From an optimization exercise on the open Yosys and OpenROAD flow, aimed at small area and a short achievable clock period; shortcuts taken in it are not production practice. Function was not checked in any run shown here: the RTL went through the layout flow alone. Power is estimated from default activity; no workload was simulated.

[flow/design.v]
module alu (
    input               i_clk,
    input               i_rst_n,
    input               i_valid,
    input signed [11:0] i_data_a,
    input signed [11:0] i_data_b,
    input        [2:0]  i_inst,
    output              o_valid,
    output       [11:0] o_data,
    output              o_overflow
);
reg  [18:0] x_r, y_r;
reg         o_valid_r, ovf_r, mul_r, mac_r;
wire [18:0] z = x_r + y_r;
wire        m_ov = ~(&z[18:11] | ~|z[18:11]);
assign o_valid    = o_valid_r;
assign o_data     = z[11:0];
assign o_overflow = (m_ov & mul_r) | ovf_r;
wire        is_mul = (i_inst[2:1] == 2'b01);
wire        is_mac = (i_inst == 3'b011);
wire        mul_en = i_valid & is_mul;
wire        acc_en = mac_r & (is_mac | ~i_valid);
wire        oth_en = i_valid & ~is_mul;
wire        ovf_old = mac_r & (m_ov | ovf_r);
wire [12:0] sum  = {i_data_a[11], i_data_a} + {i_data_b[11], i_data_b};
wire [12:0] dif  = {i_data_a[11], i_data_a} - {i_data_b[11], i_data_b};
wire        a_ge = ~(sum[12] ^ dif[12]);
wire [11:0] ra   = i_data_a ^ {12{i_data_a[11]}};    
wire [11:0] rb   = i_data_b ^ {12{i_data_b[11]}};
reg  [11:0] oth;
always @(*) begin
  case (i_inst)
    3'b000:  oth = sum[11:0];
    3'b001:  oth = dif[11:0];
    3'b100:  oth = ~(i_data_a ^ i_data_b);
    3'b101:  oth = i_data_a[11] ? 12'd0 : i_data_a;
    3'b110:  oth = sum[12:1];
    default: oth = a_ge ? ra : rb;
  endcase
end
wire [11:0] row   = acc_en ? o_data : (oth & {12{oth_en}});
wire        row_c = oth_en & (i_inst == 3'b111) & (a_ge ? i_data_a[11] : i_data_b[11]);
wire one1;
wire two2;
wire neg3;
wire pp4;
wire pp5;
wire pp6;
wire pp7;
wire pp8;
wire pp9;
wire pp10;
wire pp11;
wire pp12;
wire pp13;
wire pp14;
wire pp15;
wire pp16;
wire one17;
wire two18;
wire neg19;
wire pp20;
wire pp21;
wire pp22;
wire pp23;
wire pp24;
wire pp25;
wire pp26;
wire pp27;
wire pp28;
wire pp29;
wire pp30;
wire pp31;
wire pp32;
wire one33;
wire two34;
wire neg35;
wire pp36;
wire pp37;
wire pp38;
wire pp39;
wire pp40;
wire pp41;
wire pp42;
wire pp43;
wire pp44;
wire pp45;
wire pp46;
wire pp47;
wire pp48;
wire one49;
wire two50;
wire neg51;
wire pp52;
wire pp53;
wire pp54;
wire pp55;
wire pp56;
wire pp57;
wire pp58;
wire pp59;
wire pp60;
wire pp61;
wire pp62;
wire pp63;
wire pp64;
wire one65;
wire two66;
wire neg67;
wire pp68;
wire pp69;
wire pp70;
wire pp71;
wire pp72;
wire pp73;
wire pp74;
wire pp75;
wire pp76;
wire pp77;
wire pp78;
wire pp79;
wire pp80;
wire one81;
wire two82;
wire neg83;
wire pp84;
wire pp85;
wire pp86;
wire pp87;
wire pp88;
wire pp89;
wire pp90;
wire pp91;
wire pp92;
wire pp93;
wire pp94;
wire pp95;
wire pp96;
wire s97;
wire c98;
wire s99;
wire c100;
wire s101;
wire c102;
wire s103;
wire c104;
wire s105;
wire c106;
wire s107;
wire c108;
wire s109;
wire c110;
wire s111;
wire c112;
wire s113;
wire c114;
wire s115;
wire c116;
wire s117;
wire c118;
wire s119;
wire c120;
wire s121;
wire c122;
wire s123;
wire c124;
wire s125;
wire c126;
wire s127;
wire c128;
wire s129;
wire c130;
wire s131;
wire c132;
wire s133;
wire c134;
wire s135;
wire c136;
wire s137;
wire c138;
wire s139;
wire c140;
wire s141;
wire c142;
wire s143;
wire c144;
wire s145;
wire c146;
wire s147;
wire c148;
wire s149;
wire c150;
wire s151;
wire c152;
wire s153;
wire c154;
wire s155;
wire c156;
wire s157;
wire c158;
wire s159;
wire c160;
wire s161;
wire c162;
wire s163;
wire c164;
wire s165;
wire c166;
wire s167;
wire c168;
wire s169;
wire c170;
wire s171;
wire c172;
wire s173;
wire c174;
wire s175;
wire c176;
wire s177;
wire c178;
wire s179;
wire c180;
wire s181;
wire c182;
wire s183;
wire c184;
wire s185;
wire c186;
wire s187;
wire c188;
wire s189;
wire c190;
wire s191;
wire c192;
wire s193;
wire c194;
wire s195;
wire c196;
wire s197;
wire c198;
wire s199;
wire c200;
wire s201;
wire c202;
wire s203;
wire c204;
wire s205;
wire c206;
wire s207;
wire c208;
wire s209;
wire c210;
wire s211;
wire c212;
wire s213;
wire c214;
wire s215;
wire c216;
wire s217;
wire c218;
wire s219;
wire c220;
wire s221;
wire c222;
wire s223;
wire c224;
wire s225;
wire c226;
wire s227;
wire c228;
wire s229;
wire c230;
wire s231;
wire c232;
wire s233;
wire c234;
wire s235;
wire c236;
wire s237;
wire c238;
wire s239;
wire c240;
wire s241;
wire c242;
wire s243;
wire c244;
wire s245;
wire c246;
wire s247;
wire c248;
wire s249;
wire c250;
wire s251;
wire c252;
assign one1 = mul_en & (i_data_b[0] ^ 1'b0);
assign two2 = mul_en & ((i_data_b[1] & ~i_data_b[0] & ~1'b0) | (~i_data_b[1] & i_data_b[0] & 1'b0));
assign neg3 = mul_en & i_data_b[1] & ~(i_data_b[0] & 1'b0);
assign pp4 = (i_data_a[0] & one1) ^ neg3;
assign pp5 = ((i_data_a[1] & one1) | (i_data_a[0] & two2)) ^ neg3;
assign pp6 = ((i_data_a[2] & one1) | (i_data_a[1] & two2)) ^ neg3;
assign pp7 = ((i_data_a[3] & one1) | (i_data_a[2] & two2)) ^ neg3;
assign pp8 = ((i_data_a[4] & one1) | (i_data_a[3] & two2)) ^ neg3;
assign pp9 = ((i_data_a[5] & one1) | (i_data_a[4] & two2)) ^ neg3;
assign pp10 = ((i_data_a[6] & one1) | (i_data_a[5] & two2)) ^ neg3;
assign pp11 = ((i_data_a[7] & one1) | (i_data_a[6] & two2)) ^ neg3;
assign pp12 = ((i_data_a[8] & one1) | (i_data_a[7] & two2)) ^ neg3;
assign pp13 = ((i_data_a[9] & one1) | (i_data_a[8] & two2)) ^ neg3;
assign pp14 = ((i_data_a[10] & one1) | (i_data_a[9] & two2)) ^ neg3;
assign pp15 = ((i_data_a[11] & one1) | (i_data_a[10] & two2)) ^ neg3;
assign pp16 = ~(((i_data_a[11] & one1) | (i_data_a[11] & two2)) ^ neg3);
assign one17 = mul_en & (i_data_b[2] ^ i_data_b[1]);
assign two18 = mul_en & ((i_data_b[3] & ~i_data_b[2] & ~i_data_b[1]) | (~i_data_b[3] & i_data_b[2] & i_data_b[1]));
assign neg19 = mul_en & i_data_b[3] & ~(i_data_b[2] & i_data_b[1]);
assign pp20 = (i_data_a[0] & one17) ^ neg19;
assign pp21 = ((i_data_a[1] & one17) | (i_data_a[0] & two18)) ^ neg19;
assign pp22 = ((i_data_a[2] & one17) | (i_data_a[1] & two18)) ^ neg19;
assign pp23 = ((i_data_a[3] & one17) | (i_data_a[2] & two18)) ^ neg19;
assign pp24 = ((i_data_a[4] & one17) | (i_data_a[3] & two18)) ^ neg19;
assign pp25 = ((i_data_a[5] & one17) | (i_data_a[4] & two18)) ^ neg19;
assign pp26 = ((i_data_a[6] & one17) | (i_data_a[5] & two18)) ^ neg19;
assign pp27 = ((i_data_a[7] & one17) | (i_data_a[6] & two18)) ^ neg19;
assign pp28 = ((i_data_a[8] & one17) | (i_data_a[7] & two18)) ^ neg19;
assign pp29 = ((i_data_a[9] & one17) | (i_data_a[8] & two18)) ^ neg19;
assign pp30 = ((i_data_a[10] & one17) | (i_data_a[9] & two18)) ^ neg19;
assign pp31 = ((i_data_a[11] & one17) | (i_data_a[10] & two18)) ^ neg19;
assign pp32 = ~(((i_data_a[11] & one17) | (i_data_a[11] & two18)) ^ neg19);
assign one33 = mul_en & (i_data_b[4] ^ i_data_b[3]);
assign two34 = mul_en & ((i_data_b[5] & ~i_data_b[4] & ~i_data_b[3]) | (~i_data_b[5] & i_data_b[4] & i_data_b[3]));
assign neg35 = mul_en & i_data_b[5] & ~(i_data_b[4] & i_data_b[3]);
assign pp36 = (i_data_a[0] & one33) ^ neg35;
assign pp37 = ((i_data_a[1] & one33) | (i_data_a[0] & two34)) ^ neg35;
assign pp38 = ((i_data_a[2] & one33) | (i_data_a[1] & two34)) ^ neg35;
assign pp39 = ((i_data_a[3] & one33) | (i_data_a[2] & two34)) ^ neg35;
assign pp40 = ((i_data_a[4] & one33) | (i_data_a[3] & two34)) ^ neg35;
assign pp41 = ((i_data_a[5] & one33) | (i_data_a[4] & two34)) ^ neg35;
assign pp42 = ((i_data_a[6] & one33) | (i_data_a[5] & two34)) ^ neg35;
assign pp43 = ((i_data_a[7] & one33) | (i_data_a[6] & two34)) ^ neg35;
assign pp44 = ((i_data_a[8] & one33) | (i_data_a[7] & two34)) ^ neg35;
assign pp45 = ((i_data_a[9] & one33) | (i_data_a[8] & two34)) ^ neg35;
assign pp46 = ((i_data_a[10] & one33) | (i_data_a[9] & two34)) ^ neg35;
assign pp47 = ((i_data_a[11] & one33) | (i_data_a[10] & two34)) ^ neg35;
assign pp48 = ~(((i_data_a[11] & one33) | (i_data_a[11] & two34)) ^ neg35);
assign one49 = mul_en & (i_data_b[6] ^ i_data_b[5]);
assign two50 = mul_en & ((i_data_b[7] & ~i_data_b[6] & ~i_data_b[5]) | (~i_data_b[7] & i_data_b[6] & i_data_b[5]));
assign neg51 = mul_en & i_data_b[7] & ~(i_data_b[6] & i_data_b[5]);
assign pp52 = (i_data_a[0] & one49) ^ neg51;
assign pp53 = ((i_data_a[1] & one49) | (i_data_a[0] & two50)) ^ neg51;
assign pp54 = ((i_data_a[2] & one49) | (i_data_a[1] & two50)) ^ neg51;
assign pp55 = ((i_data_a[3] & one49) | (i_data_a[2] & two50)) ^ neg51;
assign pp56 = ((i_data_a[4] & one49) | (i_data_a[3] & two50)) ^ neg51;
assign pp57 = ((i_data_a[5] & one49) | (i_data_a[4] & two50)) ^ neg51;
assign pp58 = ((i_data_a[6] & one49) | (i_data_a[5] & two50)) ^ neg51;
assign pp59 = ((i_data_a[7] & one49) | (i_data_a[6] & two50)) ^ neg51;
assign pp60 = ((i_data_a[8] & one49) | (i_data_a[7] & two50)) ^ neg51;
assign pp61 = ((i_data_a[9] & one49) | (i_data_a[8] & two50)) ^ neg51;
assign pp62 = ((i_data_a[10] & one49) | (i_data_a[9] & two50)) ^ neg51;
assign pp63 = ((i_data_a[11] & one49) | (i_data_a[10] & two50)) ^ neg51;
assign pp64 = ~(((i_data_a[11] & one49) | (i_data_a[11] & two50)) ^ neg51);
assign one65 = mul_en & (i_data_b[8] ^ i_data_b[7]);
assign two66 = mul_en & ((i_data_b[9] & ~i_data_b[8] & ~i_data_b[7]) | (~i_data_b[9] & i_data_b[8] & i_data_b[7]));
assign neg67 = mul_en & i_data_b[9] & ~(i_data_b[8] & i_data_b[7]);
assign pp68 = (i_data_a[0] & one65) ^ neg67;
assign pp69 = ((i_data_a[1] & one65) | (i_data_a[0] & two66)) ^ neg67;
assign pp70 = ((i_data_a[2] & one65) | (i_data_a[1] & two66)) ^ neg67;
assign pp71 = ((i_data_a[3] & one65) | (i_data_a[2] & two66)) ^ neg67;
assign pp72 = ((i_data_a[4] & one65) | (i_data_a[3] & two66)) ^ neg67;
assign pp73 = ((i_data_a[5] & one65) | (i_data_a[4] & two66)) ^ neg67;
assign pp74 = ((i_data_a[6] & one65) | (i_data_a[5] & two66)) ^ neg67;
assign pp75 = ((i_data_a[7] & one65) | (i_data_a[6] & two66)) ^ neg67;
assign pp76 = ((i_data_a[8] & one65) | (i_data_a[7] & two66)) ^ neg67;
assign pp77 = ((i_data_a[9] & one65) | (i_data_a[8] & two66)) ^ neg67;
assign pp78 = ((i_data_a[10] & one65) | (i_data_a[9] & two66)) ^ neg67;
assign pp79 = ((i_data_a[11] & one65) | (i_data_a[10] & two66)) ^ neg67;
assign pp80 = ~(((i_data_a[11] & one65) | (i_data_a[11] & two66)) ^ neg67);
assign one81 = mul_en & (i_data_b[10] ^ i_data_b[9]);
assign two82 = mul_en & ((i_data_b[11] & ~i_data_b[10] & ~i_data_b[9]) | (~i_data_b[11] & i_data_b[10] & i_data_b[9]));
assign neg83 = mul_en & i_data_b[11] & ~(i_data_b[10] & i_data_b[9]);
assign pp84 = (i_data_a[0] & one81) ^ neg83;
assign pp85 = ((i_data_a[1] & one81) | (i_data_a[0] & two82)) ^ neg83;
assign pp86 = ((i_data_a[2] & one81) | (i_data_a[1] & two82)) ^ neg83;
assign pp87 = ((i_data_a[3] & one81) | (i_data_a[2] & two82)) ^ neg83;
assign pp88 = ((i_data_a[4] & one81) | (i_data_a[3] & two82)) ^ neg83;
assign pp89 = ((i_data_a[5] & one81) | (i_data_a[4] & two82)) ^ neg83;
assign pp90 = ((i_data_a[6] & one81) | (i_data_a[5] & two82)) ^ neg83;
assign pp91 = ((i_data_a[7] & one81) | (i_data_a[6] & two82)) ^ neg83;
assign pp92 = ((i_data_a[8] & one81) | (i_data_a[7] & two82)) ^ neg83;
assign pp93 = ((i_data_a[9] & one81) | (i_data_a[8] & two82)) ^ neg83;
assign pp94 = ((i_data_a[10] & one81) | (i_data_a[9] & two82)) ^ neg83;
assign pp95 = ((i_data_a[11] & one81) | (i_data_a[10] & two82)) ^ neg83;
assign pp96 = ~(((i_data_a[11] & one81) | (i_data_a[11] & two82)) ^ neg83);
assign s97 = neg3 ^ pp4;
assign c98 = neg3 & pp4;
assign s99 = pp5 ^ c98;
assign c100 = pp5 & c98;
assign s101 = neg19 ^ pp20 ^ pp6;
assign c102 = (neg19 & pp20) | (pp6 & (neg19 ^ pp20));
assign s103 = s101 ^ c100;
assign c104 = s101 & c100;
assign s105 = pp21 ^ pp7 ^ c102;
assign c106 = (pp21 & pp7) | (c102 & (pp21 ^ pp7));
assign s107 = c104 ^ s105;
assign c108 = c104 & s105;
assign s109 = 1'b1 ^ neg35 ^ pp22;
assign c110 = (1'b1 & neg35) | (pp22 & (1'b1 ^ neg35));
assign s111 = pp36 ^ pp8 ^ s109;
assign c112 = (pp36 & pp8) | (s109 & (pp36 ^ pp8));
assign s113 = c106 ^ s111 ^ c108;
assign c114 = (c106 & s111) | (c108 & (c106 ^ s111));
assign s115 = pp23 ^ pp37 ^ pp9;
assign c116 = (pp23 & pp37) | (pp9 & (pp23 ^ pp37));
assign s117 = c110 ^ s115 ^ row[0];
assign c118 = (c110 & s115) | (row[0] & (c110 ^ s115));
assign s119 = row_c ^ c112 ^ s117;
assign c120 = (row_c & c112) | (s117 & (row_c ^ c112));
assign s121 = neg51 ^ pp10 ^ pp24;
assign c122 = (neg51 & pp10) | (pp24 & (neg51 ^ pp10));
assign s123 = pp38 ^ pp52 ^ c116;
assign c124 = (pp38 & pp52) | (c116 & (pp38 ^ pp52));
assign s125 = s121 ^ row[1] ^ s123;
assign c126 = (s121 & row[1]) | (s123 & (s121 ^ row[1]));
assign s127 = c118 ^ s125;
assign c128 = c118 & s125;
assign s129 = pp11 ^ pp25 ^ pp39;
assign c130 = (pp11 & pp25) | (pp39 & (pp11 ^ pp25));
assign s131 = pp53 ^ c122 ^ s129;
assign c132 = (pp53 & c122) | (s129 & (pp53 ^ c122));
assign s133 = c124 ^ row[2] ^ s131;
assign c134 = (c124 & row[2]) | (s131 & (c124 ^ row[2]));
assign s135 = c126 ^ s133;
assign c136 = c126 & s133;
assign s137 = neg67 ^ pp12 ^ pp26;
assign c138 = (neg67 & pp12) | (pp26 & (neg67 ^ pp12));
assign s139 = pp40 ^ pp54 ^ pp68;
assign c140 = (pp40 & pp54) | (pp68 & (pp40 ^ pp54));
assign s141 = c130 ^ s137 ^ s139;
assign c142 = (c130 & s137) | (s139 & (c130 ^ s137));
assign s143 = row[3] ^ c132 ^ s141;
assign c144 = (row[3] & c132) | (s141 & (row[3] ^ c132));
assign s145 = c134 ^ s143;
assign c146 = c134 & s143;
assign s147 = pp13 ^ pp27 ^ pp41;
assign c148 = (pp13 & pp27) | (pp41 & (pp13 ^ pp27));
assign s149 = pp55 ^ pp69 ^ c138;
assign c150 = (pp55 & pp69) | (c138 & (pp55 ^ pp69));
assign s151 = c140 ^ s147 ^ row[4];
assign c152 = (c140 & s147) | (row[4] & (c140 ^ s147));
assign s153 = s149 ^ c142 ^ s151;
assign c154 = (s149 & c142) | (s151 & (s149 ^ c142));
assign s155 = c144 ^ c146;
assign c156 = c144 & c146;
assign s157 = neg83 ^ pp14 ^ pp28;
assign c158 = (neg83 & pp14) | (pp28 & (neg83 ^ pp14));
assign s159 = pp42 ^ pp56 ^ pp70;
assign c160 = (pp42 & pp56) | (pp70 & (pp42 ^ pp56));
assign s161 = pp84 ^ c148 ^ s157;
assign c162 = (pp84 & c148) | (s157 & (pp84 ^ c148));
assign s163 = s159 ^ c150 ^ row[5];
assign c164 = (s159 & c150) | (row[5] & (s159 ^ c150));
assign s165 = s161 ^ c152 ^ s163;
assign c166 = (s161 & c152) | (s163 & (s161 ^ c152));
assign s167 = c154 ^ s165;
assign c168 = c154 & s165;
assign s169 = pp15 ^ pp29 ^ pp43;
assign c170 = (pp15 & pp29) | (pp43 & (pp15 ^ pp29));
assign s171 = pp57 ^ pp71 ^ pp85;
assign c172 = (pp57 & pp71) | (pp85 & (pp57 ^ pp71));
assign s173 = c158 ^ c160 ^ s169;
assign c174 = (c158 & c160) | (s169 & (c158 ^ c160));
assign s175 = s171 ^ row[6] ^ c162;
assign c176 = (s171 & row[6]) | (c162 & (s171 ^ row[6]));
assign s177 = s173 ^ c164 ^ s175;
assign c178 = (s173 & c164) | (s175 & (s173 ^ c164));
assign s179 = c166 ^ s177;
assign c180 = c166 & s177;
assign s181 = 1'b1 ^ pp16 ^ pp30;
assign c182 = (1'b1 & pp16) | (pp30 & (1'b1 ^ pp16));
assign s183 = pp44 ^ pp58 ^ pp72;
assign c184 = (pp44 & pp58) | (pp72 & (pp44 ^ pp58));
assign s185 = pp86 ^ c170 ^ c172;
assign c186 = (pp86 & c170) | (c172 & (pp86 ^ c170));
assign s187 = s181 ^ s183 ^ row[7];
assign c188 = (s181 & s183) | (row[7] & (s181 ^ s183));
assign s189 = s185 ^ c174 ^ c176;
assign c190 = (s185 & c174) | (c176 & (s185 ^ c174));
assign s191 = s187 ^ c178 ^ s189;
assign c192 = (s187 & c178) | (s189 & (s187 ^ c178));
assign s193 = 1'b1 ^ pp31 ^ pp45;
assign c194 = (1'b1 & pp31) | (pp45 & (1'b1 ^ pp31));
assign s195 = pp59 ^ pp73 ^ pp87;
assign c196 = (pp59 & pp73) | (pp87 & (pp59 ^ pp73));
assign s197 = c182 ^ c184 ^ s193;
assign c198 = (c182 & c184) | (s193 & (c182 ^ c184));
assign s199 = s195 ^ c186 ^ row[8];
assign c200 = (s195 & c186) | (row[8] & (s195 ^ c186));
assign s201 = s197 ^ c188 ^ s199;
assign c202 = (s197 & c188) | (s199 & (s197 ^ c188));
assign s203 = c190 ^ s201;
assign c204 = c190 & s201;
assign s205 = pp32 ^ pp46 ^ pp60;
assign c206 = (pp32 & pp46) | (pp60 & (pp32 ^ pp46));
assign s207 = pp74 ^ pp88 ^ c194;
assign c208 = (pp74 & pp88) | (c194 & (pp74 ^ pp88));
assign s209 = c196 ^ s205 ^ row[9];
assign c210 = (c196 & s205) | (row[9] & (c196 ^ s205));
assign s211 = s207 ^ c198 ^ c200;
assign c212 = (s207 & c198) | (c200 & (s207 ^ c198));
assign s213 = s209 ^ c202 ^ s211;
assign c214 = (s209 & c202) | (s211 & (s209 ^ c202));
assign s215 = 1'b1 ^ pp47 ^ pp61;
assign c216 = (1'b1 & pp47) | (pp61 & (1'b1 ^ pp47));
assign s217 = pp75 ^ pp89 ^ c206;
assign c218 = (pp75 & pp89) | (c206 & (pp75 ^ pp89));
assign s219 = s215 ^ c208 ^ row[10];
assign c220 = (s215 & c208) | (row[10] & (s215 ^ c208));
assign s221 = s217 ^ c210 ^ s219;
assign c222 = (s217 & c210) | (s219 & (s217 ^ c210));
assign s223 = c212 ^ s221;
assign c224 = c212 & s221;
assign s225 = 1'b1 ^ pp48 ^ pp62;
assign c226 = (1'b1 & pp48) | (pp62 & (1'b1 ^ pp48));
assign s227 = pp76 ^ pp90 ^ c216;
assign c228 = (pp76 & pp90) | (c216 & (pp76 ^ pp90));
assign s229 = s225 ^ c218 ^ ~row[11];
assign c230 = (s225 & c218) | (~row[11] & (s225 ^ c218));
assign s231 = s227 ^ c220 ^ s229;
assign c232 = (s227 & c220) | (s229 & (s227 ^ c220));
assign s233 = c222 ^ s231;
assign c234 = c222 & s231;
assign s235 = pp63 ^ pp77 ^ pp91;
assign c236 = (pp63 & pp77) | (pp91 & (pp63 ^ pp77));
assign s237 = c226 ^ s235 ^ c228;
assign c238 = (c226 & s235) | (c228 & (c226 ^ s235));
assign s239 = c230 ^ s237 ^ c232;
assign c240 = (c230 & s237) | (c232 & (c230 ^ s237));
assign s241 = pp64 ^ pp78 ^ pp92;
assign c242 = (pp64 & pp78) | (pp92 & (pp64 ^ pp78));
assign s243 = c236 ^ s241 ^ c238;
assign c244 = (c236 & s241) | (c238 & (c236 ^ s241));
assign s245 = 1'b1 ^ pp79 ^ pp93;
assign c246 = (1'b1 & pp79) | (pp93 & (1'b1 ^ pp79));
assign s247 = c242 ^ s245;
assign c248 = c242 & s245;
assign s249 = pp80 ^ pp94 ^ c246;
assign c250 = (pp80 & pp94) | (c246 & (pp80 ^ pp94));
assign s251 = 1'b1 ^ pp95;
assign c252 = 1'b1 & pp95;
always @(posedge i_clk or negedge i_rst_n) begin
  if (~i_rst_n) begin
    o_valid_r <= 1'b0;
    x_r       <= 19'd0;
    y_r       <= 19'd0;
    ovf_r     <= 1'b0;
    mul_r     <= 1'b0;
    mac_r     <= 1'b0;
  end else begin
    o_valid_r <= i_valid;
    x_r       <= {1'b1, pp96, s251, c248, s247, s243, c234, c224, s223, c204, s203, c180, c168, c156, s153, c136, c128, s127, c114};
    y_r       <= {1'b0, c252, c250, s249, c244, c240, s239, s233, c214, s213, c192, s191, s179, s167, s155, s145, s135, c120, s119};
    mul_r     <= is_mul;
    if (i_valid) begin
      mac_r <= is_mac;
      case (i_inst)
        3'b000:  ovf_r <= sum[12] ^ sum[11];
        3'b001:  ovf_r <= dif[12] ^ dif[11];
        3'b011:  ovf_r <= ovf_old;
        default: ovf_r <= 1'b0;
      endcase
    end else begin
      ovf_r <= ovf_old;
    end
  end
end
endmodule
[flow/flow/run.sh]
#!/bin/bash
# The standard layout, with the port buffers made of buf_2 cells.
set -euo pipefail
export BUFFER_PORTS_ARGS="-buffer_cell sky130_fd_sc_hd__buf_2"
bash standard.sh > standard.log 2>&1
[flow/standard.sh]
#!/bin/bash
# synth_recipe.tcl (not shown) runs the flow's synth.tcl, then flattens the netlist and writes it again
# the make line also repeats each setting of config.mk as NAME=value (left out here)
make -C /OpenROAD-flow-scripts/flow DESIGN_CONFIG=/design/flow/config.mk WORK_HOME=/design/flow/orfs CLKGATE_MAP_FILE= SYNTH_SCRIPT=/design/flow/synth_recipe.tcl "${@:-finish}"
[flow/config.mk]
export PLATFORM = sky130hd
export DESIGN_NAME = alu
export DESIGN_NICKNAME = alu
export VERILOG_FILES = /design/flow/design.v
export SDC_FILE = /design/flow/constraint.sdc
export NUM_CORES = 4
export LEC_CHECK = 0
export CAP_MARGIN = 20
export CORE_MARGIN = 2
export CORE_UTILIZATION = 40
export SETUP_SLACK_MARGIN = 4
export SLEW_MARGIN = 20
[flow/constraint.sdc]
create_clock -name core_clock -period 10.0 [get_ports {i_clk}]
set_input_delay 2.0000 -clock core_clock [delete_from_list [all_inputs] [get_ports {i_clk}]]
set_output_delay 2.0000 -clock core_clock [all_outputs]
set_load 0.01 [all_outputs]
==> flow_metrics.tcl, run 1 <==
set metrics [dict create \
    result_of_the_run "finished clean" \
    drtPass1Iterations 5 \
    nets 1101 \
    hold_end "ovf_r" \
    grt_antenna_before_repair 1 \
    yosys_most_used_dff "sky130_fd_sc_hd__dfrtp_1" \
    worst_path_arrival_ps 6050 \
    clk_latency_ps 280 \
    antenna-diode-count 0 \
    crit_required_ps 10150 \
    ys_top_cells_by_area "sky130_fd_sc_hd__fa_1, sky130_fd_sc_hd__dfrtp_1, sky130_fd_sc_hd__ha_1, sky130_fd_sc_hd__xor2_1, sky130_fd_sc_hd__xnor2_1" \
    cts_root_buf "sky130_fd_sc_hd__clkbuf_16" \
    crit_top_cell "sky130_fd_sc_hd__fa_1" \
    num_vias 6851 \
    setup_viol_count_final 0 \
    groute.usage.overall_pct 23.2 \
    rrSetupSlack_ps 6030 \
    global_route.overflow_total 0 \
    syn_area_per_cell_um2 8.31 \
    layout_area_overhead_pct 11.9 \
    drt_iter0_drc 699 \
    cts_tree "done" \
    critical_path.reg2reg.startpoint "x_r[1]" \
    synthesis.instances 925 \
    finalWeightedCongestion 0.976 \
    tritoncts_num_sinks 41 \
    io_pins 44 \
    end_kind "register" \
    synth_nets 1090 \
    tritoncts.num_buffers 5 \
    leakagePower_nw 3.68 \
    crit_path_start_kind "primary input" \
    post-route-drc-count 0 \
    min_path_cells 2 \
    max_stage_delay_ps 500 \
    number_of_global_route_vias_before_repair 6541 \
    max_slew.worst_pin.slew_ps 1070 \
    global_route.peak_usage_layer "met2" \
    synth_edf_count 0 \
    relSlewSlack_pct 28.5 \
    grt_util_met1_pct 34.6 \
    hold_path_startpoint "ovf_r" \
    die_y_extent_um 143 \
    fmax_mhz 169 \
    clock-skew-final_ps 5.77 \
    die_x_um 143 \
    die_area_mm2 0.0203 \
    layout_common_cells "sky130_fd_sc_hd__inv_1, sky130_fd_sc_hd__ha_1, sky130_fd_sc_hd__a22oi_1" \
    worstSetupPathDepth 15 \
    cts_htree_levels 2 \
    global_route.usage.met2_pct 35.6 \
    met3_usage_pct 3.97 \
    async_flop_share_pct 100 \
    top_delay_family_on_crit_path "adder cells" \
    ant_nets 0 \
    ff2ff_path_depth 13 \
    post_cts_hold_buffer_count 0 \
    layout.cells.most_common "sky130_fd_sc_hd__inv_1" \
    drive_gt1_share_pct 14.1 \
    fin_setup_tns_ps 0 \
    cp_cell_sequence "buf_2 -> ha_1 -> or3_1 -> o211ai_2 -> o31ai_4 -> a211oi_4 -> mux2i_4 -> and3_4 -> o21ai_1 -> a22o_1 -> fa_1 -> inv_1 -> fa_1 -> inv_1 -> fa_1" \
    yosys_warnings 1 \
    core.rowCount 50 \
    report.final.hold_viol_count 0 \
    cpMaxStageDelayCell "sky130_fd_sc_hd__fa_1" \
    dp_hpwl_mm 17.9 \
    totalWireLength_mm 23.2 \
    core_area_mm2 0.0188 \
    clock_tree.buffer_depth 2 \
    synth.cell_area_mm2 0.00768 \
    floorplan.initialDensity_pct 40.9 \
    crit_fanout 15 \
    avgViaCountPerCell 5.85 \
    synth_area_leader_cell "sky130_fd_sc_hd__fa_1" \
    crit-reg2reg-capture "y_r[11]" \
    worst_ir_drop_vdd_uv 70.7 \
    postSynthRegisterBits 41 \
    pwrdens_mw_per_mm2 138 \
    post-synth-top-area-fraction_pct 15.1 \
    placed_area_mm2 0.00799 \
    rsz0062_at_grt "true" \
    grt_first_pass_wirelength_mm 36.8 \
    netlist-cell-type-count 74 \
    final.period_utilization_pct 59.1 \
    synth_seq_area_share_pct 13.4 \
    hold_class "reg2reg" \
    final_design_area_no_fill_mm2 0.00859 \
    critPathKind "in2reg" \
    timing.critical_path.buf_inv 3 \
    grt_start_max_net_pins 42 \
    maxCapViolCount 0 \
    clk_pin_slew_worst_paths_ps 60 \
    period_needed_ps 5910 \
    timing_max_transition_violations_final 0 \
    io_buffers 43 \
    routed_wire_length_per_instance_um 19.8 \
]
## cells in the mapped netlist (5+ instances only)
master                     number
sky130_fd_sc_hd__nor2b_1        9
sky130_fd_sc_hd__a31oi_1       11
sky130_fd_sc_hd__a21o_1        10
sky130_fd_sc_hd__o21a_1         7
sky130_fd_sc_hd__xnor2_1       54
sky130_fd_sc_hd__nand2b_1       8
sky130_fd_sc_hd__nor2_1        56
sky130_fd_sc_hd__and3_1        11
sky130_fd_sc_hd__ha_1          77
sky130_fd_sc_hd__o211ai_1      10
sky130_fd_sc_hd__nand3_1       20
sky130_fd_sc_hd__a21oi_1       56
sky130_fd_sc_hd__o21ai_0       39
sky130_fd_sc_hd__dfrtp_1       41
sky130_fd_sc_hd__fa_1          58
sky130_fd_sc_hd__mux2i_1        7
sky130_fd_sc_hd__buf_4          5
sky130_fd_sc_hd__xor2_1        57
sky130_fd_sc_hd__o22ai_1        5
sky130_fd_sc_hd__buf_2          8
sky130_fd_sc_hd__a22oi_1       61
sky130_fd_sc_hd__clkbuf_1      45
sky130_fd_sc_hd__o21ai_1       13
sky130_fd_sc_hd__nor3_1        16
sky130_fd_sc_hd__a221oi_1       5
sky130_fd_sc_hd__a211oi_1       7
sky130_fd_sc_hd__nand2_1       60
sky130_fd_sc_hd__inv_1         92
## tightest hold or removal path, delay by kind of cell (launching register included)
family	cells	cell delay, ps
flops	1	370
simple gates	2	140
## cell type report
type | count | area [um^2]
Clock buffer | 6 | 139
Inverter | 94 | 362
Timing Repair Buffer | 66 | 449
Multi-Input combinational cell | 728 | 6290
Fill cell | 1840 | 10200
Tap cell | 234 | 293
Clock inverter | 2 | 37.5
Sequential cell | 41 | 1030
## registers in the layout, indices dropped and copies added, names as in the netlist
| register | count |
|---|---|
| o_valid_r | 1 |
| ovf_r | 1 |
| mac_r | 1 |
| y_r | 18 |
| mul_r | 1 |
| x_r | 19 |
## report_power, final
part | leakage, nW | switching, mW | internal [mW]
Sequential | 0.511 | 0.0158 | 0.209
Combinational | 3.08 | 0.471 | 0.310
Clock | 0.0831 | 0.0599 | 0.124
## worst max-delay path by stage
| stage | slack (ps) | from | endpoint |
|---|---|---|---|
| 2_1_floorplan | 4030 | i_data_a[0] | y_r[7] |
| 3_3_place_gp | 2770 | i_inst[1] | x_r[8] |
| 3_5_place_dp | 2630 | i_inst[1] | x_r[8] |
| 4_1_cts | 4010 | i_data_b[1] | x_r[10] |
| 5_1_grt | 3960 | i_data_a[0] | y_r[7] |
| 6_report | 4090 | i_data_a[6] | y_r[7] |
## through the flow
stage          hold slack (ps)  utilization, %  total power, mW  std cells  worst slack (ps)
6_report                   539            45.8             1.19       1171              4090
4_1_cts                    545            44.8             1.18       1163              4010
3_5_place_dp               531            42.5            0.967       1146              2630
5_1_grt                    576            45.8             1.30       1171              3960
2_1_floorplan              468               -            0.752        925              4030
3_3_place_gp               527            42.5            0.961       1146              2770
## routing by layer
metal,vias up,share of wire (%)
li1,3245,-
met1,3308,47
met2,275,44
met3,23,7.8
met4,0,1.3
met5,-,0
## repair_timing
action / in CTS / in global routing
setup endpoints to repair: 29 / 17
gates resized for setup: 39 / 24
pin swaps: 5 / 14
buffers inserted: 9 / 8
## logic make-up (layout without fill, tap and decap cells)
group	count (synthesis)	after routing	share of synthesized area (%)
adder cells (fa/ha/maj)	135	135	27.7
other	1	1	0.0488
AND/OR/NAND/NOR	205	205	13.0
flip-flops	41	41	13.4
multiplexers	11	11	1.60
AO/OA/AOI/OAI	265	265	23.7
XOR/XNOR	111	111	12.7
buffers and inverters	156	168	8.00
==> run 2, diff against run 1 <==
--- a/flow/config.mk
+++ b/flow/config.mk
@@ -8,5 +8,5 @@
 export CAP_MARGIN = 20
 export CORE_MARGIN = 2
 export CORE_UTILIZATION = 40
-export SETUP_SLACK_MARGIN = 4
+export SETUP_SLACK_MARGIN = 5
 export SLEW_MARGIN = 20
==> flow_metrics.tcl, run 2 <==
set metrics [dict create \
    drive_gt1_share_pct 30.2 \
    groute.usage.overall_pct 24.5 \
    nets 1175 \
    crit_path_start_kind "primary input" \
    registers.top_by_ff_count "x_r" \
    crit_required_ps 10160 \
    clk_latency_ps 290 \
    post-synth-top-area-fraction_pct 15.1 \
    result_of_the_run "finished clean" \
    die_area_mm2 0.0203 \
    leakagePower_nw 4.19 \
    worst_path_arrival_ps 5700 \
    worst_ir_drop_vdd_uv 83.6 \
    yosys_warnings 1 \
    layout_setup_ws_ps 4450 \
    netlist-cell-type-count 74 \
    layout.area.seq_mm2 0.00103 \
    nFillCells 1694 \
    cts_root_buf "sky130_fd_sc_hd__clkbuf_16" \
    grt_first_pass_wirelength_mm 38.9 \
    finalWeightedCongestion 0.934 \
    totalPowerFinal_mw 1.33 \
    largest_register_ff_count 19 \
    final_design_area_no_fill_mm2 0.0100 \
    layout_common_cells "sky130_fd_sc_hd__buf_4, sky130_fd_sc_hd__inv_1, sky130_fd_sc_hd__nand2_1" \
    setup_viol_count_final 0 \
    syn_area_per_cell_um2 8.31 \
    floorplan.initialDensity_pct 40.9 \
    number_of_global_route_vias_before_repair 6870 \
    ant_nets 0 \
    timing_max_transition_violations_final 0 \
    synthesis.instances 925 \
    die_y_extent_um 143 \
    drtPass1Iterations 5 \
    grt_antenna_before_repair 0 \
    core.rowCount 50 \
    synth_area_leader_cell "sky130_fd_sc_hd__fa_1" \
    fin_worst_hold_slack_ps 507 \
    placed_area_mm2 0.00814 \
    dp_hpwl_mm 17.9 \
    cts_tree "done" \
    ys_top_cells_by_area "sky130_fd_sc_hd__fa_1, sky130_fd_sc_hd__dfrtp_1, sky130_fd_sc_hd__ha_1, sky130_fd_sc_hd__xor2_1, sky130_fd_sc_hd__xnor2_1" \
    io_pins 44 \
    async_flop_share_pct 100 \
    fin_setup_tns_ps 0 \
    clock-skew-final_ps 7.14 \
    place_ws_ps 2850 \
    antenna-diode-count 0 \
    synth_top_cells_by_count "sky130_fd_sc_hd__inv_1, sky130_fd_sc_hd__ha_1, sky130_fd_sc_hd__a22oi_1, sky130_fd_sc_hd__nand2_1, sky130_fd_sc_hd__fa_1" \
    tritoncts_num_sinks 41 \
    maxCapViolCount 0 \
    global_route.overflow_total 0 \
    synth_edf_count 0 \
    layout_area_overhead_pct 30.6 \
    tritoncts.num_buffers 5 \
    cts_htree_levels 2 \
    synth_nets 1090 \
    synth.cell_area_mm2 0.00768 \
    relSlewSlack_pct 41.3 \
    grt_start_max_net_pins 42 \
    num_vias 7226 \
    io_buffers 43 \
    pwrdens_mw_per_mm2 133 \
    max_slew.worst_pin.slew_ps 880 \
    drt_iter0_drc 689 \
    critPathKind "in2reg" \
    layout.cells.most_common "sky130_fd_sc_hd__buf_4" \
    yosys_most_used_dff "sky130_fd_sc_hd__dfrtp_1" \
    final.period_utilization_pct 55.5 \
    post_cts_hold_buffer_count 0 \
    clock_tree.buffer_depth 2 \
    clk_pin_slew_worst_paths_ps 60 \
    hold_class "reg2reg" \
    crit_fanout 7 \
    avgViaCountPerCell 5.80 \
    synthMostInstantiatedCell "sky130_fd_sc_hd__inv_1" \
    multi_input_comb_area_mm2 0.00684 \
    post-route-drc-count 0 \
    routed_wire_length_per_instance_um 20.2 \
    rsz0062_at_grt "true" \
    die_x_um 143 \
    fmax_mhz 180 \
    end_kind "register" \
    core_area_mm2 0.0188 \
    postSynthRegisterBits 41 \
    totalWireLength_mm 25.1 \
    largestRegisters "x_r x19, y_r x18" \
    report.final.hold_viol_count 0 \
    period_needed_ps 5550 \
    synth_seq_area_share_pct 13.4 \
]
## run 2: cell counts after synthesis
Identical to the previous run, type by type.
## run 2: final cells by class
class                           count  share of cell area (%)
Multi-Input combinational cell    729                    68.2
Timing Repair Buffer              139                    13.2
Sequential cell                    41                    10.2
Inverter                           94                    4.00
Tap cell                          234                    2.92
Clock buffer                        5                    1.25
Clock inverter                      3                   0.224
## run 2: worst paths after layout
path                            endpoint   startpoint  slack (ps)  cells after the start
worst min-delay path               ovf_r        ovf_r         510                      2
worst min register to register     ovf_r        ovf_r         510                      2
worst max-delay path              y_r[7]  i_data_a[0]        4450                     19
worst max register to register   y_r[12]       x_r[1]        6130                     14
max in group asynchronous        x_r[11]      i_rst_n        7610                      1
min in group asynchronous          mul_r      i_rst_n        1830                      1
## run 2: kinds of logic (layout without fill, tap and decap cells)
group	count (synthesis)	after routing	share of synthesized area, %
buffers and inverters	156	241	8.00
XOR/XNOR	111	111	12.7
AO/OA/AOI/OAI	265	265	23.7
AND/OR/NAND/NOR	205	206	13.0
other	1	1	0.0488
adder cells (fa/ha/maj)	135	135	27.7
flip-flops	41	41	13.4
multiplexers	11	11	1.60
## run 2: power by group
| part | internal, mW | switching [mW] |
|---|---|---|
| logic | 0.410 | 0.539 |
| clock network | 0.0922 | 0.0655 |
| registers | 0.209 | 0.0166 |
| total | 0.711 | 0.621 |
## run 2: stage by stage
step / cells / utilization (%)
3_3_place_gp: 1148 / 43.4
5_1_grt: 1245 / 53.5
6_report: 1245 / 53.5
3_5_place_dp: 1148 / 43.4
2_1_floorplan: 925 / -
4_1_cts: 1217 / 50.7
## run 2: timing repair
item	in CTS	in global routing
gates resized for setup	151	76
buffers inserted	57	28
pin swaps	67	73
gates cloned	4	0
setup endpoints to repair	32	28
## run 2: worst max-delay path, stage by stage
cell	delay [ps]
sky130_fd_sc_hd__buf_12	90
sky130_fd_sc_hd__inv_4	30
sky130_fd_sc_hd__ha_4	150
sky130_fd_sc_hd__fa_2	350
sky130_fd_sc_hd__nand2b_4	170
sky130_fd_sc_hd__a21oi_4	210
sky130_fd_sc_hd__o211ai_4	120
sky130_fd_sc_hd__o31ai_4	300
sky130_fd_sc_hd__a211oi_2	140
sky130_fd_sc_hd__mux2i_1	170
sky130_fd_sc_hd__buf_4	190
sky130_fd_sc_hd__and3_4	180
sky130_fd_sc_hd__o21ai_1	60
sky130_fd_sc_hd__a22o_1	200
sky130_fd_sc_hd__fa_2	530
sky130_fd_sc_hd__inv_2	40
sky130_fd_sc_hd__fa_2	320
sky130_fd_sc_hd__inv_2	60
sky130_fd_sc_hd__fa_1	390
## run 2: routing by layer
layer	routed length [um]	share of wire [%]	GRT usage (%)
met4	396	1.6	5.32
met5	0	0	0
met2	11000	44	37.6
met1	11900	48	37.3
met3	1800	7.2	2.49
==> run 3, diff against run 2 <==
--- a/flow/config.mk
+++ b/flow/config.mk
@@ -8,5 +8,5 @@
 export CAP_MARGIN = 20
 export CORE_MARGIN = 2
 export CORE_UTILIZATION = 40
-export SETUP_SLACK_MARGIN = 5
+export SETUP_SLACK_MARGIN = 4.5
 export SLEW_MARGIN = 20
==> flow_metrics.tcl, run 3 <==
set metrics [dict create \
    largestRegisters "x_r x19, y_r x18" \
    drive_gt1_share_pct 23.6 \
    drt_iter0_drc 557 \
    max_stage_delay_ps 530 \
    fmax_mhz 179 \
    io_pins 44 \
    io_buffers 43 \
    worst_ir_drop_vdd_uv 85.3 \
    drtPass1Iterations 5 \
    dp_hpwl_mm 17.9 \
    layout_common_cells "sky130_fd_sc_hd__inv_1, sky130_fd_sc_hd__ha_1, sky130_fd_sc_hd__nand2_1" \
    clock_tree.buffer_depth 2 \
    floorplan.initialDensity_pct 40.9 \
    synthesis.instances 925 \
    cts_htree_levels 2 \
    registers.top_by_ff_count "x_r" \
    die_area_mm2 0.0203 \
    post-synth-top-area-fraction_pct 15.1 \
    synth_top_cells_by_count "sky130_fd_sc_hd__inv_1, sky130_fd_sc_hd__ha_1, sky130_fd_sc_hd__a22oi_1, sky130_fd_sc_hd__nand2_1, sky130_fd_sc_hd__fa_1" \
    rsz0062_at_grt "true" \
    yosys_warnings 1 \
    grt_antenna_before_repair 2 \
    syn_area_per_cell_um2 8.31 \
    maxCapViolCount 0 \
    met3_length_mm 1.68 \
    final_design_area_no_fill_mm2 0.00929 \
    die_x_um 143 \
    power.switching_mw 0.580 \
    clk_pin_slew_worst_paths_ps 60 \
    crit_fanout 4 \
    ant_nets 0 \
    pwrdens_mw_per_mm2 133 \
    synth_seq_area_share_pct 13.4 \
    clock-skew-final_ps 5.29 \
    fin_setup_tns_ps 0 \
    report.final.hold_viol_count 0 \
    finalWeightedCongestion 0.899 \
    synth_area_leader_cell "sky130_fd_sc_hd__fa_1" \
    crit_top_cell "sky130_fd_sc_hd__fa_2" \
    timing.critical_path.buf_inv 5 \
    synth_edf_count 0 \
    result_of_the_run "finished clean" \
    tritoncts.num_buffers 5 \
    hold_class "reg2reg" \
    power.share.combinational_pct 69.1 \
    period_needed_ps 5590 \
    core.rowCount 50 \
    relSlewSlack_pct 43.1 \
    cts_tree "done" \
    synth.cell_area_mm2 0.00768 \
    seq_power_share_pct 18.2 \
    setup_viol_count_final 0 \
    critPathKind "in2reg" \
    worst_path_arrival_ps 5740 \
    clk_latency_ps 280 \
    routed_wire_length_per_instance_um 19.9 \
    switching_share_pct 47.0 \
    end_kind "register" \
    async_flop_share_pct 100 \
    timing_max_transition_violations_final 0 \
    groute.usage.overall_pct 23.9 \
    route.met2.wl_mm 10.6 \
    cts_root_buf "sky130_fd_sc_hd__clkbuf_16" \
    global_route.overflow_total 0 \
    num_vias 7114 \
    postSynthRegisterBits 41 \
    nets 1136 \
    final.period_utilization_pct 55.9 \
    cp_cell_sequence "buf_16 -> buf_8 -> fa_2 -> nand2b_4 -> a21oi_4 -> o211ai_4 -> o31ai_4 -> a211oi_4 -> mux2i_4 -> buf_6 -> a21oi_2 -> o21ai_2 -> a22o_1 -> fa_2 -> inv_2 -> fa_2 -> inv_2 -> fa_1" \
    avgViaCountPerCell 5.89 \
    yosys_most_used_dff "sky130_fd_sc_hd__dfrtp_1" \
    internal_power_mw 0.653 \
    placed_area_mm2 0.00811 \
    layout_area_overhead_pct 21.0 \
    number_of_global_route_vias_before_repair 6619 \
    totalWireLength_mm 24.1 \
    synthMostInstantiatedCell "sky130_fd_sc_hd__inv_1" \
    cpMaxStageDelayCell "sky130_fd_sc_hd__fa_2" \
    post-route-drc-count 0 \
    ys_top_cells_by_area "sky130_fd_sc_hd__fa_1, sky130_fd_sc_hd__dfrtp_1, sky130_fd_sc_hd__ha_1, sky130_fd_sc_hd__xor2_1, sky130_fd_sc_hd__xnor2_1" \
    synth_nets 1090 \
    core_area_mm2 0.0188 \
    netlist-cell-type-count 74 \
    tritoncts_num_sinks 41 \
    top_delay_family_on_crit_path "adder cells" \
    grt_start_max_net_pins 42 \
    crit_path_start_kind "primary input" \
    met1_length_mm 11.3 \
    largest_register_ff_count 19 \
    grt_first_pass_wirelength_mm 37.8 \
    top_layer_used "met4" \
    max_slew.worst_pin.slew_ps 853 \
    layout.cells.most_common "sky130_fd_sc_hd__inv_1" \
    crit_required_ps 10150 \
    power.clock.fraction_pct 12.6 \
    die_y_extent_um 143 \
    leakagePower_nw 3.89 \
]
run 3: cell types whose count changed in the layout (fill, tap and decap cells not counted), moves of 5 or more:
cell | before | now
sky130_fd_sc_hd__a21oi_1 | 42 | 48
sky130_fd_sc_hd__buf_12 | 7 | 2
sky130_fd_sc_hd__ha_2 | 9 | 4
sky130_fd_sc_hd__buf_4 | 84 | 53
sky130_fd_sc_hd__ha_1 | 53 | 60
sky130_fd_sc_hd__inv_1 | 67 | 73
sky130_fd_sc_hd__fa_2 | 19 | 11
sky130_fd_sc_hd__fa_1 | 39 | 47
run 3: layout make-up:
class	instances	area [um^2]
Fill cell	1782	9470
Multi-Input combinational cell	729	6610
Sequential cell	41	1030
Timing Repair Buffer	100	848
Inverter	94	370
Tap cell	234	293
Clock buffer	5	125
Clock inverter	3	22.5
Antenna cell	1	2.50
run 3: path summary, 6_finish.rpt:
kind	startpoint	end	slack, ps	cells after the start
setup / recovery	i_data_b[1]	y_r[7]	4410	18
hold / removal	ovf_r	ovf_r	520	2
setup reg to reg	x_r[7]	y_r[11]	6140	13
hold reg to reg	ovf_r	ovf_r	520	2
max in group asynchronous	i_rst_n	x_r[9]	7640	1
min in group asynchronous	i_rst_n	ovf_r	1820	1
run 3: power by group through the flow:
stage | registers, mW | clock network [mW] | logic, mW
2_1_floorplan | 0.222 | 0 | 0.543
3_3_place_gp | 0.228 | 0 | 0.738
3_5_place_dp | 0.228 | 0 | 0.748
4_1_cts | 0.225 | 0.159 | 0.809
5_1_grt | 0.229 | 0.168 | 0.943
6_report | 0.225 | 0.155 | 0.852
run 3: worst register-to-register path, cell delays in order, from the launching register on:
cell	delay, ps
sky130_fd_sc_hd__dfrtp_1	360
sky130_fd_sc_hd__ha_1	370
sky130_fd_sc_hd__a21oi_1	260
sky130_fd_sc_hd__nand2_1	100
sky130_fd_sc_hd__a211oi_2	360
sky130_fd_sc_hd__a22oi_1	150
sky130_fd_sc_hd__xnor2_1	470
sky130_fd_sc_hd__o22ai_1	200
sky130_fd_sc_hd__a31oi_4	260
sky130_fd_sc_hd__fa_1	450
sky130_fd_sc_hd__inv_1	70
sky130_fd_sc_hd__fa_1	400
sky130_fd_sc_hd__inv_1	70
sky130_fd_sc_hd__ha_1	230
run 3: repair_timing:
item | in CTS | in global routing
endpoints found under the setup margin | 29 | 21
hold buffers | 0 | 0
gates cloned | 1 | 1
resized for setup | 116 | 40
pin swaps | 31 | 33
setup buffers | 31 | 17
run 3: cells by family (layout without fill, tap and decap cells):
logic type	Yosys count	after routing	share of synthesized area, %
muxes	11	11	1.60
other	1	2	0.0488
AOI/OAI and AO/OA	265	265	23.7
xor gates and xnor gates	111	111	12.7
DFF	41	41	13.4
buffers and inverters	156	202	8.00
and+or+nand+nor	205	206	13.0
adders and majority gates	135	135	27.7
run 3: stage by stage:
| stage | hold WS [ps] | worst slack, ps | std cells | util (%) | total power [mW] |
|---|---|---|---|---|---|
| final | 518 | 4410 | 1207 | 49.5 | 1.23 |
| after CTS | 516 | 4440 | 1188 | 48.0 | 1.19 |
| after global routing | 537 | 4340 | 1206 | 49.5 | 1.34 |
| after detailed placement | 503 | 3060 | 1148 | 43.2 | 0.976 |
| after floorplan | 468 | 4240 | 925 | - | 0.766 |
| after global placement | 501 | 3100 | 1148 | 43.2 | 0.966 |
run 3: routing by layer:
layer	global-route usage [%]	up-vias
met3	3.03	35
met4	7.30	0
met2	35.9	261
met1	35.6	3492
li1	-	3326
met5	0	-
==> run 4, diff against run 3 <==
--- a/flow/design.v
+++ b/flow/design.v
@@ -394,8 +394,8 @@
 assign c100 = pp5 & c98;
 assign s101 = neg19 ^ pp20 ^ pp6;
 assign c102 = (neg19 & pp20) | (pp6 & (neg19 ^ pp20));
-assign s103 = s101 ^ c100;
-assign c104 = s101 & c100;
+assign s103 = c100 ^ s101;
+assign c104 = c100 & s101;
 assign s105 = pp21 ^ pp7 ^ c102;
 assign c106 = (pp21 & pp7) | (c102 & (pp21 ^ pp7));
 assign s107 = c104 ^ s105;
@@ -408,24 +408,24 @@
 assign c114 = (c106 & s111) | (c108 & (c106 ^ s111));
 assign s115 = pp23 ^ pp37 ^ pp9;
 assign c116 = (pp23 & pp37) | (pp9 & (pp23 ^ pp37));
-assign s117 = c110 ^ s115 ^ row[0];
-assign c118 = (c110 & s115) | (row[0] & (c110 ^ s115));
-assign s119 = row_c ^ c112 ^ s117;
-assign c120 = (row_c & c112) | (s117 & (row_c ^ c112));
+assign s117 = c110 ^ s115 ^ c112;
+assign c118 = (c110 & s115) | (c112 & (c110 ^ s115));
+assign s119 = row[0] ^ row_c ^ s117;
+assign c120 = (row[0] & row_c) | (s117 & (row[0] ^ row_c));
 assign s121 = neg51 ^ pp10 ^ pp24;
 assign c122 = (neg51 & pp10) | (pp24 & (neg51 ^ pp10));
 assign s123 = pp38 ^ pp52 ^ c116;
 assign c124 = (pp38 & pp52) | (c116 & (pp38 ^ pp52));
-assign s125 = s121 ^ row[1] ^ s123;
-assign c126 = (s121 & row[1]) | (s123 & (s121 ^ row[1]));
+assign s125 = s121 ^ s123 ^ row[1];
+assign c126 = (s121 & s123) | (row[1] & (s121 ^ s123));
 assign s127 = c118 ^ s125;
 assign c128 = c118 & s125;
 assign s129 = pp11 ^ pp25 ^ pp39;
 assign c130 = (pp11 & pp25) | (pp39 & (pp11 ^ pp25));
 assign s131 = pp53 ^ c122 ^ s129;
 assign c132 = (pp53 & c122) | (s129 & (pp53 ^ c122));
-assign s133 = c124 ^ row[2] ^ s131;
-assign c134 = (c124 & row[2]) | (s131 & (c124 ^ row[2]));
+assign s133 = c124 ^ s131 ^ row[2];
+assign c134 = (c124 & s131) | (row[2] & (c124 ^ s131));
 assign s135 = c126 ^ s133;
 assign c136 = c126 & s133;
 assign s137 = neg67 ^ pp12 ^ pp26;
@@ -434,30 +434,30 @@
 assign c140 = (pp40 & pp54) | (pp68 & (pp40 ^ pp54));
 assign s141 = c130 ^ s137 ^ s139;
 assign c142 = (c130 & s137) | (s139 & (c130 ^ s137));
-assign s143 = row[3] ^ c132 ^ s141;
-assign c144 = (row[3] & c132) | (s141 & (row[3] ^ c132));
+assign s143 = c132 ^ s141 ^ row[3];
+assign c144 = (c132 & s141) | (row[3] & (c132 ^ s141));
 assign s145 = c134 ^ s143;
 assign c146 = c134 & s143;
 assign s147 = pp13 ^ pp27 ^ pp41;
 assign c148 = (pp13 & pp27) | (pp41 & (pp13 ^ pp27));
 assign s149 = pp55 ^ pp69 ^ c138;
 assign c150 = (pp55 & pp69) | (c138 & (pp55 ^ pp69));
-assign s151 = c140 ^ s147 ^ row[4];
-assign c152 = (c140 & s147) | (row[4] & (c140 ^ s147));
-assign s153 = s149 ^ c142 ^ s151;
-assign c154 = (s149 & c142) | (s151 & (s149 ^ c142));
-assign s155 = c144 ^ c146;
-assign c156 = c144 & c146;
+assign s151 = c140 ^ s147 ^ s149;
+assign c152 = (c140 & s147) | (s149 & (c140 ^ s147));
+assign s153 = c142 ^ row[4] ^ s151;
+assign c154 = (c142 & row[4]) | (s151 & (c142 ^ row[4]));
+assign s155 = c144 ^ s153;
+assign c156 = c144 & s153;
 assign s157 = neg83 ^ pp14 ^ pp28;
 assign c158 = (neg83 & pp14) | (pp28 & (neg83 ^ pp14));
 assign s159 = pp42 ^ pp56 ^ pp70;
 assign c160 = (pp42 & pp56) | (pp70 & (pp42 ^ pp56));
 assign s161 = pp84 ^ c148 ^ s157;
 assign c162 = (pp84 & c148) | (s157 & (pp84 ^ c148));
-assign s163 = s159 ^ c150 ^ row[5];
-assign c164 = (s159 & c150) | (row[5] & (s159 ^ c150));
-assign s165 = s161 ^ c152 ^ s163;
-assign c166 = (s161 & c152) | (s163 & (s161 ^ c152));
+assign s163 = s159 ^ c150 ^ s161;
+assign c164 = (s159 & c150) | (s161 & (s159 ^ c150));
+assign s165 = row[5] ^ c152 ^ s163;
+assign c166 = (row[5] & c152) | (s163 & (row[5] ^ c152));
 assign s167 = c154 ^ s165;
 assign c168 = c154 & s165;
 assign s169 = pp15 ^ pp29 ^ pp43;
@@ -466,10 +466,10 @@
 assign c172 = (pp57 & pp71) | (pp85 & (pp57 ^ pp71));
 assign s173 = c158 ^ c160 ^ s169;
 assign c174 = (c158 & c160) | (s169 & (c158 ^ c160));
-assign s175 = s171 ^ row[6] ^ c162;
-assign c176 = (s171 & row[6]) | (c162 & (s171 ^ row[6]));
-assign s177 = s173 ^ c164 ^ s175;
-assign c178 = (s173 & c164) | (s175 & (s173 ^ c164));
+assign s175 = s171 ^ c162 ^ s173;
+assign c176 = (s171 & c162) | (s173 & (s171 ^ c162));
+assign s177 = row[6] ^ c164 ^ s175;
+assign c178 = (row[6] & c164) | (s175 & (row[6] ^ c164));
 assign s179 = c166 ^ s177;
 assign c180 = c166 & s177;
 assign s181 = 1'b1 ^ pp16 ^ pp30;
@@ -478,52 +478,52 @@
 assign c184 = (pp44 & pp58) | (pp72 & (pp44 ^ pp58));
 assign s185 = pp86 ^ c170 ^ c172;
 assign c186 = (pp86 & c170) | (c172 & (pp86 ^ c170));
-assign s187 = s181 ^ s183 ^ row[7];
-assign c188 = (s181 & s183) | (row[7] & (s181 ^ s183));
-assign s189 = s185 ^ c174 ^ c176;
-assign c190 = (s185 & c174) | (c176 & (s185 ^ c174));
-assign s191 = s187 ^ c178 ^ s189;
-assign c192 = (s187 & c178) | (s189 & (s187 ^ c178));
+assign s187 = s181 ^ s183 ^ s185;
+assign c188 = (s181 & s183) | (s185 & (s181 ^ s183));
+assign s189 = c174 ^ row[7] ^ s187;
+assign c190 = (c174 & row[7]) | (s187 & (c174 ^ row[7]));
+assign s191 = c176 ^ s189 ^ c178;
+assign c192 = (c176 & s189) | (c178 & (c176 ^ s189));
 assign s193 = 1'b1 ^ pp31 ^ pp45;
 assign c194 = (1'b1 & pp31) | (pp45 & (1'b1 ^ pp31));
 assign s195 = pp59 ^ pp73 ^ pp87;
 assign c196 = (pp59 & pp73) | (pp87 & (pp59 ^ pp73));
 assign s197 = c182 ^ c184 ^ s193;
 assign c198 = (c182 & c184) | (s193 & (c182 ^ c184));
-assign s199 = s195 ^ c186 ^ row[8];
-assign c200 = (s195 & c186) | (row[8] & (s195 ^ c186));
-assign s201 = s197 ^ c188 ^ s199;
-assign c202 = (s197 & c188) | (s199 & (s197 ^ c188));
+assign s199 = s195 ^ c186 ^ s197;
+assign c200 = (s195 & c186) | (s197 & (s195 ^ c186));
+assign s201 = row[8] ^ c188 ^ s199;
+assign c202 = (row[8] & c188) | (s199 & (row[8] ^ c188));
 assign s203 = c190 ^ s201;
 assign c204 = c190 & s201;
 assign s205 = pp32 ^ pp46 ^ pp60;
 assign c206 = (pp32 & pp46) | (pp60 & (pp32 ^ pp46));
 assign s207 = pp74 ^ pp88 ^ c194;
 assign c208 = (pp74 & pp88) | (c194 & (pp74 ^ pp88));
-assign s209 = c196 ^ s205 ^ row[9];
-assign c210 = (c196 & s205) | (row[9] & (c196 ^ s205));
-assign s211 = s207 ^ c198 ^ c200;
-assign c212 = (s207 & c198) | (c200 & (s207 ^ c198));
-assign s213 = s209 ^ c202 ^ s211;
-assign c214 = (s209 & c202) | (s211 & (s209 ^ c202));
+assign s209 = c196 ^ s205 ^ s207;
+assign c210 = (c196 & s205) | (s207 & (c196 ^ s205));
+assign s211 = c198 ^ row[9] ^ s209;
+assign c212 = (c198 & row[9]) | (s209 & (c198 ^ row[9]));
+assign s213 = c200 ^ s211 ^ c202;
+assign c214 = (c200 & s211) | (c202 & (c200 ^ s211));
 assign s215 = 1'b1 ^ pp47 ^ pp61;
 assign c216 = (1'b1 & pp47) | (pp61 & (1'b1 ^ pp47));
 assign s217 = pp75 ^ pp89 ^ c206;
 assign c218 = (pp75 & pp89) | (c206 & (pp75 ^ pp89));
-assign s219 = s215 ^ c208 ^ row[10];
-assign c220 = (s215 & c208) | (row[10] & (s215 ^ c208));
-assign s221 = s217 ^ c210 ^ s219;
-assign c222 = (s217 & c210) | (s219 & (s217 ^ c210));
+assign s219 = s215 ^ c208 ^ s217;
+assign c220 = (s215 & c208) | (s217 & (s215 ^ c208));
+assign s221 = row[10] ^ c210 ^ s219;
+assign c222 = (row[10] & c210) | (s219 & (row[10] ^ c210));
 assign s223 = c212 ^ s221;
 assign c224 = c212 & s221;
 assign s225 = 1'b1 ^ pp48 ^ pp62;
 assign c226 = (1'b1 & pp48) | (pp62 & (1'b1 ^ pp48));
 assign s227 = pp76 ^ pp90 ^ c216;
 assign c228 = (pp76 & pp90) | (c216 & (pp76 ^ pp90));
-assign s229 = s225 ^ c218 ^ ~row[11];
-assign c230 = (s225 & c218) | (~row[11] & (s225 ^ c218));
-assign s231 = s227 ^ c220 ^ s229;
-assign c232 = (s227 & c220) | (s229 & (s227 ^ c220));
+assign s229 = s225 ^ c218 ^ s227;
+assign c230 = (s225 & c218) | (s227 & (s225 ^ c218));
+assign s231 = ~row[11] ^ c220 ^ s229;
+assign c232 = (~row[11] & c220) | (s229 & (~row[11] ^ c220));
 assign s233 = c222 ^ s231;
 assign c234 = c222 & s231;
 assign s235 = pp63 ^ pp77 ^ pp91;
@@ -554,8 +554,8 @@
     mac_r     <= 1'b0;
   end else begin
     o_valid_r <= i_valid;
-    x_r       <= {1'b1, pp96, s251, c248, s247, s243, c234, c224, s223, c204, s203, c180, c168, c156, s153, c136, c128, s127, c114};
-    y_r       <= {1'b0, c252, c250, s249, c244, c240, s239, s233, c214, s213, c192, s191, s179, s167, s155, s145, s135, c120, s119};
+    x_r       <= {1'b1, pp96, s251, c248, s247, s243, c234, c224, s223, c204, s203, c180, c168, c156, c146, c136, c128, c120, c114};
+    y_r       <= {1'b0, c252, c250, s249, c244, c240, s239, s233, c214, s213, c192, s191, s179, s167, s155, s145, s135, s127, s119};
     mul_r     <= is_mul;
     if (i_valid) begin
       mac_r <= is_mac;
--- a/flow/config.mk
+++ b/flow/config.mk
@@ -8,5 +8,5 @@
 export CAP_MARGIN = 20
 export CORE_MARGIN = 2
 export CORE_UTILIZATION = 40
-export SETUP_SLACK_MARGIN = 4.5
+export SETUP_SLACK_MARGIN = 4
 export SLEW_MARGIN = 20
==> flow_metrics.tcl, run 4 <==
set metrics [dict create \
    clock_tree.buffer_depth 2 \
    core_area_mm2 0.0187 \
    avgViaCountPerCell 5.69 \
    power.share.combinational_pct 64.6 \
    syn_area_per_cell_um2 8.44 \
    synth_top_cells_by_count "sky130_fd_sc_hd__inv_1, sky130_fd_sc_hd__ha_1, sky130_fd_sc_hd__xnor2_1, sky130_fd_sc_hd__a22oi_1, sky130_fd_sc_hd__fa_1" \
    clk_pin_slew_worst_paths_ps 60 \
    synthMostInstantiatedCell "sky130_fd_sc_hd__inv_1" \
    fin_worst_hold_slack_ps 532 \
    netlist-cell-type-count 82 \
    async_flop_share_pct 100 \
    max_slew.worst_pin.slew_ps 1160 \
    die_y_extent_um 142 \
    dp_cells 1124 \
    nets 1086 \
    totalPowerFinal_mw 1.15 \
    post-route-drc-count 0 \
    placed_area_mm2 0.00793 \
    post-route-util_pct 45.2 \
    end_kind "register" \
    clock-skew-final_ps 6.38 \
    num_vias 6574 \
    cp_cell_sequence "buf_6 -> clkinvlp_4 -> nor2_4 -> nand2_8 -> nor3_4 -> clkinvlp_4 -> xnor2_1 -> fa_1 -> fa_1 -> inv_1 -> fa_1 -> inv_1 -> fa_1 -> inv_1 -> fa_1" \
    cpMaxStageDelayCell "sky130_fd_sc_hd__fa_1" \
    fmax_mhz 171 \
    crit_top_cell "sky130_fd_sc_hd__fa_1" \
    layout.cells.most_common "sky130_fd_sc_hd__inv_1" \
    grt_start_max_net_pins 42 \
    timing_max_transition_violations_final 0 \
    ys_top_cells_by_area "sky130_fd_sc_hd__fa_1, sky130_fd_sc_hd__dfrtp_1, sky130_fd_sc_hd__ha_1, sky130_fd_sc_hd__xnor2_1, sky130_fd_sc_hd__xor2_1" \
    floorplan.initialDensity_pct 40.6 \
    relSlewSlack_pct 22.1 \
    clk_latency_ps 280 \
    post-synth-top-area-fraction_pct 15.3 \
    grt_first_pass_wirelength_mm 35.0 \
    dp_hpwl_mm 17.1 \
    setup_viol_count_final 0 \
    postSynthRegisterBits 41 \
    max_stage_delay_ps 510 \
    tritoncts_num_sinks 41 \
    layout_area_overhead_pct 11.2 \
    drive_gt1_share_pct 13.7 \
    synthesis.instances 901 \
    switching_share_pct 46.1 \
    totalWireLength_mm 21.9 \
    hold_class "reg2reg" \
    fin_setup_tns_ps 0 \
    ff2ff_path_depth 10 \
    synth_seq_area_share_pct 13.5 \
    layout_setup_ws_ps 4150 \
    grt_antenna_before_repair 0 \
    die_x_um 142 \
    critPathKind "in2reg" \
    drtPass1Iterations 5 \
    cts_htree_levels 2 \
    min_path_cells 2 \
    ant_nets 0 \
    final_design_area_no_fill_mm2 0.00846 \
    yosys_warnings 1 \
    crit_required_ps 10150 \
    layout_common_cells "sky130_fd_sc_hd__inv_1, sky130_fd_sc_hd__ha_1, sky130_fd_sc_hd__xnor2_1" \
    cts_root_buf "sky130_fd_sc_hd__clkbuf_16" \
    worst_ir_drop_vdd_uv 76.6 \
    synth_edf_count 0 \
    crit_fanout 20 \
    final.period_utilization_pct 58.5 \
    rsz0062_at_grt "false" \
    global_route.overflow_total 0 \
    largestRegisters "x_r x19, y_r x18" \
    result_of_the_run "finished clean" \
    routed_wire_length_per_instance_um 19.0 \
    worst_path_arrival_ps 6010 \
    maxCapViolCount 0 \
    worstSetupPathDepth 15 \
    place_ws_ps 2490 \
    power.switching_mw 0.529 \
    cts_tree "done" \
    number_of_global_route_vias_before_repair 6332 \
    groute.usage.overall_pct 22.1 \
    drt_iter0_drc 573 \
    period_needed_ps 5850 \
    antenna-diode-count 0 \
    report.final.hold_viol_count 0 \
    nFillCells 1820 \
    crit_path_start_kind "primary input" \
    tritoncts.num_buffers 5 \
    power.clock.fraction_pct 15.9 \
    pwrdens_mw_per_mm2 136 \
    top_delay_family_on_crit_path "adder cells" \
    registers.top_by_ff_count "x_r" \
    synth_area_leader_cell "sky130_fd_sc_hd__fa_1" \
    leakagePower_nw 3.66 \
    largest_register_ff_count 19 \
    finalWeightedCongestion 0.895 \
    seq_power_share_pct 19.5 \
    core.rowCount 50 \
    die_area_mm2 0.0201 \
    io_buffers 43 \
    final_cell_count_no_fill 1156 \
    internal_power_mw 0.619 \
    yosys_most_used_dff "sky130_fd_sc_hd__dfrtp_1" \
    timing.critical_path.buf_inv 6 \
    synth_nets 1066 \
    io_pins 44 \
    synth.cell_area_mm2 0.00760 \
]
run 4: timing repair:
item / in CTS / in global routing
gates resized for setup: 27 / 15
pin swaps: 4 / 7
setup buffers: 19 / 5
endpoints found under the setup margin: 28 / 21
hold endpoints to repair: 0 / 0
hold buffers: 0 / 0
run 4: power by group through the flow:
stage,Combinational (mW),Clock (mW),Sequential (mW)
floorplan,0.520,0,0.222
global placement,0.706,0,0.226
detailed placement,0.713,0,0.226
CTS,0.733,0.186,0.224
global route,0.833,0.193,0.227
finish,0.742,0.182,0.223
run 4: kinds of logic after synthesis:
| kind of cell | share of synthesized area [%] |
|---|---|
| AO/OA/AOI/OAI | 22.2 |
| AND/OR/NAND/NOR | 12.4 |
| buffers and inverters | 8.49 |
| adder cells (fa/ha/maj) | 28.0 |
| XOR/XNOR | 13.5 |
| flip-flops | 13.5 |
| multiplexers | 1.86 |
| other | 0.0493 |
run 4: path summary, 6_finish.rpt:
kind / from / to / slack (ps)
setup / recovery: i_inst[1] / y_r[7] / 4150
hold / removal: mac_r / mac_r / 530
setup reg to reg: x_r[1] / y_r[9] / 6550
hold reg to reg: mac_r / mac_r / 530
max in group asynchronous: i_rst_n / y_r[15] / 7610
min in group asynchronous: i_rst_n / y_r[0] / 1840
run 4: worst reg2reg max path, stage by stage, from the launching register on:
cell and delay, ps:
sky130_fd_sc_hd__dfrtp_1 390, sky130_fd_sc_hd__ha_1 300, sky130_fd_sc_hd__a21oi_1 290, sky130_fd_sc_hd__o2111ai_1 270, sky130_fd_sc_hd__a21oi_1 400, sky130_fd_sc_hd__o21a_1 200, sky130_fd_sc_hd__xnor2_1 220, sky130_fd_sc_hd__a22oi_1 220
sky130_fd_sc_hd__fa_1 560, sky130_fd_sc_hd__inv_1 50, sky130_fd_sc_hd__fa_1 440
run 4: final cells by class:
cell class                      instances  area, um^2  share of cell area (%)
Clock buffer                            5         125                    1.48
Clock inverter                          3        46.3                   0.547
Inverter                              111         429                    5.08
Multi-Input combinational cell        693        6090                    72.1
Sequential cell                        41        1030                    12.1
Tap cell                              234         293                    3.46
Timing Repair Buffer                   69         443                    5.24
run 4: per-layer routing:
metal / up-vias / GRT usage (%) / part of all wire [%]
li1: 3169 / - / -
met1: 3175 / 32.7 / 49
met2: 202 / 33.9 / 43
met3: 28 / 2.77 / 6.2
met4: 0 / 6.05 / 2.1
met5: - / 0 / 0

Check on run 4: ideal ports give 4.148 ns setup slack; a clkbuf_16 on the clock port and buf_2 on the inputs give 4.135 ns; moving port delays by the midpoint clock arrival (0.312 ns) as well gives 3.823 ns.
